What follows belongs to an exercise in optimizing a design on an open flow for small area; a production flow would make more cautious choices. The RTL was checked by simulation tests, not by an equivalence proof against the original design.

===== flow/config.mk =====
export PLATFORM = sky130hd
export DESIGN_NAME = spacekey
export DESIGN_NICKNAME = spacekey
export VERILOG_FILES = /design/flow/design.v
export SDC_FILE = /design/flow/constraint.sdc
export NUM_CORES = 4
export LEC_CHECK = 0
export ABC_AREA = 1
export CAP_MARGIN = 20
export CORE_MARGIN = 2
export CORE_UTILIZATION = 40
export PLACE_DENSITY = 0.6
export SLEW_MARGIN = 20

===== flow/constraint.sdc =====
create_clock -name core_clock -period 12.0 [get_ports {clk}]
set_input_delay 2.4000 -clock core_clock [delete_from_list [all_inputs] [get_ports {clk}]]
set_output_delay 2.4000 -clock core_clock [all_outputs]
set_load 0.01 [all_outputs]

===== flow/design.v =====
module spacekey
   (
    output logic [3:0]  VGA_RED,
    output logic [3:0]  VGA_BLUE,
    output logic [3:0]  VGA_GREEN,
    output logic [6:0]  hex0,
    input  logic [11:0] pix_x,
    input  logic [11:0] pix_y,
    input  logic        pix_v,
    input  logic        imgReturn,
    input  logic        jump, restart,
    input  logic        clk,
    input  logic        rst
    );
   logic [9:0] x;
   logic [8:0] y;
   assign x = pix_x[9:0];
   assign y = pix_y[8:0];
   logic press;
   assign press = !jump;
   logic [6:0] j1, j2;
   logic       t1, t2, jp1, jp2;
   always_ff @(posedge clk) begin
      if (!rst) begin
         j1 <= '0; t1 <= 1'b0; jp1 <= 1'b0;
         j2 <= '0; t2 <= 1'b0; jp2 <= 1'b0;
      end else begin
         if (press || j1 == 7'd0) jp1 <= press;
         if (j1 == 7'd69) t1 <= 1'b1; else if (j1 == 7'd0) t1 <= 1'b0;
         if (jp1 && imgReturn) j1 <= t1 ? ((j1 == 7'd0) ? 7'd0 : j1 - 7'd1) : j1 + 7'd1;
         if (press || j2 == 7'd0) jp2 <= press;
         if (j2 == 7'd79) t2 <= 1'b1; else if (j2 == 7'd0) t2 <= 1'b0;
         if (jp2 && imgReturn) j2 <= t2 ? ((j2 == 7'd0) ? 7'd0 : j2 - 7'd1) : j2 + 7'd1;
      end
   end
   logic [1:0] lvl, sub;
   logic [9:0] px;
   logic       onStart;
   logic       done, incS, hit, resetX;
   assign done = (sub == 2'd3);
   assign incS = sub[0] ? (px == 10'd1) : (px == 10'd620);
   always_ff @(posedge clk) begin
      if (!rst) begin
         lvl <= 2'd0; sub <= 2'd0;
      end else if (incS) begin
         if (sub == 2'd2) begin
            if (lvl == 2'd2) begin lvl <= 2'd0; sub <= 2'd3; end
            else begin lvl <= lvl + 2'd1; sub <= 2'd0; end
         end else
            sub <= sub + 2'd1;
      end
   end
   assign resetX = !rst || !restart || hit || done || (incS && sub == 2'd2);
   always_ff @(posedge clk) begin
      if (resetX) begin
         px <= '0; onStart <= 1'b0;
      end else begin
         onStart <= 1'b1;
         if (imgReturn) begin
            if (!sub[0]) px <= (px == 10'd639) ? 10'd0 : px + 10'd1;
            else         px <= (px == 10'd0) ? 10'd639 : px - 10'd1;
         end else if (!onStart && sub[0])
            px <= 10'd620;
      end
   end
   logic [10:0] dx;
   logic [9:0]  ty;
   logic        inX, inY, inP;
   assign dx  = {1'b0, x} - {1'b0, px};
   assign inX = (dx <= 11'd20);
   assign ty  = {1'b0, y} + {3'b0, (lvl == 2'd0) ? j1 : j2};
   always_comb begin
      case (sub)
         2'd0:    inY = (ty >= 10'd139) && (ty <= 10'd159);
         2'd1:    inY = (ty >= 10'd300) && (ty <= 10'd320);
         default: inY = (ty >= 10'd459) && (ty <= 10'd479);
      endcase
   end
   assign inP = pix_v && !done && inX && inY;
   function automatic logic r(input logic [9:0] xx, input logic [8:0] yy,
                              input logic [9:0] x0, input logic [9:0] x1,
                              input logic [8:0] y0, input logic [8:0] y1);
      r = (xx >= x0) && (xx <= x1) && (yy >= y0) && (yy <= y1);
   endfunction
   logic o1tb, o1m, o2tb, o2q, o2m, o3tb, o3m;
   assign o1tb = r(x,y,420,450,129,159) || r(x,y,120,140,321,361) || r(x,y,120,140,440,479)
              || r(x,y,300,320,321,381) || r(x,y,300,320,460,479);
   assign o1m  = r(x,y,400,425,295,320) || r(x,y,200,230,290,320);
   assign o2tb = r(x,y,100,170,139,159) || r(x,y,300,320,109,159) || r(x,y,100,125,321,361)
              || r(x,y,100,125,470,479);
   assign o2q  = r(x,y,300,325,321,361) || r(x,y,300,325,430,479);
   assign o2m  = r(x,y,500,525,295,320) || r(x,y,300,325,280,320) || r(x,y,100,125,270,320);
   assign o3tb = r(x,y,100,175,154,159) || r(x,y,400,475,154,159) || r(x,y,100,130,321,451)
              || r(x,y,300,330,450,479);
   assign o3m  = r(x,y,500,525,295,320) || r(x,y,350,375,295,320) || r(x,y,200,225,295,320);
   logic mid;
   assign mid = (y >= 9'd160) && (y <= 9'd320);
   logic [11:0] bg, pc;    
   logic        obst;
   always_comb begin
      case (lvl)
         2'd1: begin
            obst = o2tb || o2q || o2m;
            if (mid) bg = o2m ? 12'hF23 : 12'h69F;
            else     bg = o2tb ? 12'h69F : o2q ? 12'h699 : 12'h033;
            pc = sub[0] ? 12'h2F5 : 12'h66C;
         end
         2'd2: begin
            obst = o3tb || o3m;
            if (mid) bg = o3m ? 12'hEEE : 12'hF60;
            else     bg = o3tb ? 12'hE50 : 12'hEEE;
            pc = sub[0] ? 12'h02E : 12'h072;
         end
         default: begin
            obst = o1tb || o1m;
            if (mid) bg = o1m ? 12'h19F : 12'hDDD;
            else     bg = o1tb ? 12'hDDD : 12'h07C;
            pc = sub[0] ? 12'h4C2 : 12'hD61;
         end
      endcase
   end
   assign hit = inP && obst;
   logic [11:0] pa;
   assign pa = inP ? pc : 12'h000;
   assign VGA_RED   = pix_v ? bg[11:8] + pa[11:8] : 4'h0;
   assign VGA_GREEN = pix_v ? bg[7:4]  + pa[7:4]  : 4'h0;
   assign VGA_BLUE  = pix_v ? bg[3:0]  + pa[3:0]  : 4'h0;
   always_comb begin
      case (sub)
         2'd0: hex0 = 7'b1000000;
         2'd1: hex0 = 7'b1111001;
         2'd2: hex0 = 7'b0100100;
         2'd3: hex0 = 7'b0110000;
      endcase
   end
endmodule

===== flow/run.sh =====
#!/bin/bash
# synth_recipe.tcl (not shown) runs the flow's synth.tcl, then flattens the netlist and writes it again
# the make line also repeats each setting of config.mk as NAME=value (left out here)
make -C /OpenROAD-flow-scripts/flow DESIGN_CONFIG=/design/flow/config.mk WORK_HOME=/design/flow/orfs CLKGATE_MAP_FILE= SYNTH_SCRIPT=/design/flow/synth_recipe.tcl finish

==> summary.txt <==
metrics by stage:
| stage | util | cell area (um2) |
|---|---|---|
| 4_1_cts | 0.461 | 6100 |
| 5_1_grt | 0.461 | 6100 |
| 6_report | 0.461 | 6100 |
| 3_5_place_dp | 0.450 | 5960 |
| 2_1_floorplan | - | 5430 |
| 3_3_place_gp | 0.450 | 5960 |
worst max-delay path, delay by kind of cell:
family                     cells  cell delay, ns
and+or+nand+nor               13            1.43
adders and majority gates      3            1.11
AOI/OAI and AO/OA              3            0.46
xor gates and xnor gates       1            0.21
buffers and inverters          3            1.24
how the worst min path moves through the flow:
stage | startpoint | end
finish | jp2 | jp2
global route | j2[6] | t2
CTS | jp2 | jp2
detailed placement | jp2 | jp2
global placement | jp2 | jp2
floorplan | jp2 | jp2
metal layers:
layer,wire length (um),part of all wire,global-route usage,up-vias
met4,346,0.021,0.0705,0
met1,7710,0.47,0.306,2829
met2,7550,0.46,0.370,176
li1,-,-,-,3284
met3,778,0.047,0.0175,25
met5,0,0,0,-
flip-flops by register name, indices dropped and copies added (netlist names), 2 cells and up:
register	cells
j1	7
j2	7
lvl	2
px	10
sub	2
layout by cell type, fill, tap and decap left out, types with 5 or more instances in the layout:
master,Yosys,routed
a21oi_1,62,62
inv_2,11,11
clkbuf_16,0,5
nand2_1,261,261
o211ai_1,6,6
dfxtp_1,33,33
a31oi_1,11,11
xor2_1,15,15
clkdlybuf4s50_1,0,42
nand2_2,6,6
nor4_1,5,5
o21ai_0,67,67
ha_1,40,40
nor3_1,23,23
nand3_1,71,71
nor2_2,18,18
inv_1,141,141
nand4_1,27,27
o21ai_1,5,5
clkinv_1,5,5
a211oi_1,5,5
nor2_1,115,115
report_power, final:
group	internal [mW]	total (mW)	switching [mW]
Clock	0.0813	0.125	0.0442
Combinational	0.0508	0.143	0.0921
Sequential	0.113	0.118	0.00470
Total	0.246	0.387	0.141
cell families (layout without fill, tap and decap cells):
family / count (synthesis) / count (layout) / synth area share
DFF: 33 / 33 / 0.122
buffers and inverters: 178 / 206 / 0.129
adders and majority gates: 44 / 44 / 0.107
xor gates and xnor gates: 18 / 18 / 0.0290
AOI/OAI and AO/OA: 175 / 175 / 0.180
other: 1 / 1 / 0.000691
and+or+nand+nor: 539 / 539 / 0.433
final cells by class:
type | instances | area share
clock buffers | 7 | 0.0234
well taps | 176 | 0.0361
repair buffers | 42 | 0.0689
inverters | 157 | 0.0966
multi-input cells | 777 | 0.667
flip-flops and latches | 33 | 0.108
==> flow_summary.json <==
{
  "vias_per_cell": 5.30,
  "worstMarginPinSlew_ns": 0.731,
  "syn_inst": 988,
  "fin_tns_setup_ns": 0,
  "cp_slowest_stage_delay_ns": 0.57,
  "setup_slack_ns": 2.75,
  "synth.most_common_cell": "nand2_1",
  "grt-ovfl-total": 0,
  "synthFlopType": "dfxtp_1",
  "rsz0062_at_grt": "no",
  "clk_latency_ns": 0.28,
  "r2r_start": "lvl[0]",
  "ys_types": 45,
  "cts_tree": "built",
  "routedWlPerCell_um": 13.7,
  "maxCapViolations": 0,
  "grt_first_pass_wirelength_um": 26500,
  "setup-violations-final": 0,
  "seq_area_frac_synth": 0.122,
  "num-nets-final": 1090,
  "yosysTopAreaCell": "nand2_1",
  "regArea_um2": 661,
  "finalPower_mw": 0.387,
  "critPathKind": "input pin to output port",
  "clock_sinks": 33,
  "dp.cells": 1185,
  "clk_pin_slew_ns": 0.05,
  "critPathMostFrequentCell": "nand2_1",
  "crit_end": "VGA_BLUE[3]",
  "period_needed_ns": 9.25,
  "drv_slew": 0,
  "drt-total-wl_um": 16400,
  "gp_congestion": 0.929,
  "start_util": 0.410,
  "worstSetupStartpointType": "input pin",
  "io_buffers": 42,
  "die_area_mm2": 0.0145,
  "synth_top_area_share": 0.180,
  "ir_drop_mv": 0.0959,
  "synth_enable_flop_cells": 0,
  "clock-root-buffer": "clkbuf_16",
  "antenna_found_initial": 0,
  "path_cells": "clkdlybuf4s50_1 -> ha_1 -> fa_1 -> nand3_1 -> nand3_1 -> nand2_1 -> nand2_1 -> nand2_1 -> nand3_1 -> nor2_1 -> nand2_1 -> nand2_1 -> nand3_2 -> nor2_4 -> inv_2 -> a211oi_1 -> ha_1 -> a21oi_1 -> o21ai_0 -> xnor2_1 -> nor2_1 -> nor2_1 -> clkdlybuf4s50_1",
  "post-route-period-util": 0.770,
  "hold_class": "flip-flop to flip-flop",
  "syn_area_mm2": 0.00543,
  "crit_path_end_kind": "output port",
  "fin_worst_skew_ns": 0.00611,
  "layout.filler_cells": 1490,
  "synth_common_cells": "nand2_1, inv_1, nor2_1, nand3_1, o21ai_0",
  "hpwl_um": 13200,
  "first_pass_iters": 5,
  "fp.coreArea_mm2": 0.0132,
  "cp_slowest_cell": "clkdlybuf4s50_1",
  "synthTopCellsByArea": "nand2_1, dfxtp_1, inv_1",
  "dr.first_iter.drc_count": 412,
  "status": "complete, no violations",
  "syn_nets": 1062,
  "antenna_cells": 0,
  "cts_setup_buffers": 0,
  "maxSlewHeadroom": 0.512,
  "cts-hold-fix-buffers": 0,
  "grt_max_degree": 20,
  "ys_seq_elements": 33,
  "startpoint": "pix_y[0]",
  "hold_viol": 0,
  "drc": 0,
  "cp.required_ns": 9.60,
  "rows": 42,
  "multi_input_area_mm2": 0.00407,
  "cp_max_fo": 6,
  "ys_warn_count": 1,
  "ios": 49,
  "hold_depth": 2,
  "die_width_um": 121,
  "clockBufferDepth": 2,
  "powerDensity_mw_per_mm2": 63.3,
  "areaGrowthSynthToFinish_pct": 12.4,
  "grt_usage": 0.223,
  "grt_pass1_vias": 5567,
  "critPathArrivalTime_ns": 6.85,
  "ant_nets": 0,
  "leakagePower_nw": 2.94,
  "cts_buffers": 5,
  "syn_avg_cell_area_um2": 5.49,
  "synthArstFlopShare": 0,
  "die_h_um": 121,
  "fin_hold_ws_ns": 0.462,
  "place_worst_setup_slack_ns": 2.71,
  "instances_no_fill": 1192,
  "vias": 6314,
  "drive_gt1_frac": 0.0502,
  "cts_resized": 0,
  "regToRegSetupSlack_ns": 8.40,
  "fmax_mhz": 108,
  "worstRegToRegCells": 19,
  "r2r_end": "px[9]",
  "cts_max_level": 2
}

==> afterwards: timing with drivers on the ports <==
In the flow no input, the clock included, has a driving cell. The finished layout below was timed again as built, in two steps. Step 1 sets driving cells, clkbuf_16 on the clock port and buf_2 on the other inputs (assumed; they add their load-dependent delay and slew). Step 2 also shifts input and output timing later by t, the mid clock arrival at the registers, as if the neighbouring blocks saw the same clock. Three values: ideal ports, drivers, drivers and shift; two values: the first two.
shift t [ns]: 0.311
setup slack, ns: 2.754 / 2.731 / 2.731
hold WS [ns]: 0.462 / 0.462 / 0.462
latest minus earliest clock arrival (ns): 0.006 / 0.007
cell pins on the clock port's net: 1
After both steps setup and hold are still met in this run. The setup slack of this run moves by -0.023 ns with the drivers and by -0.023 ns with both steps.
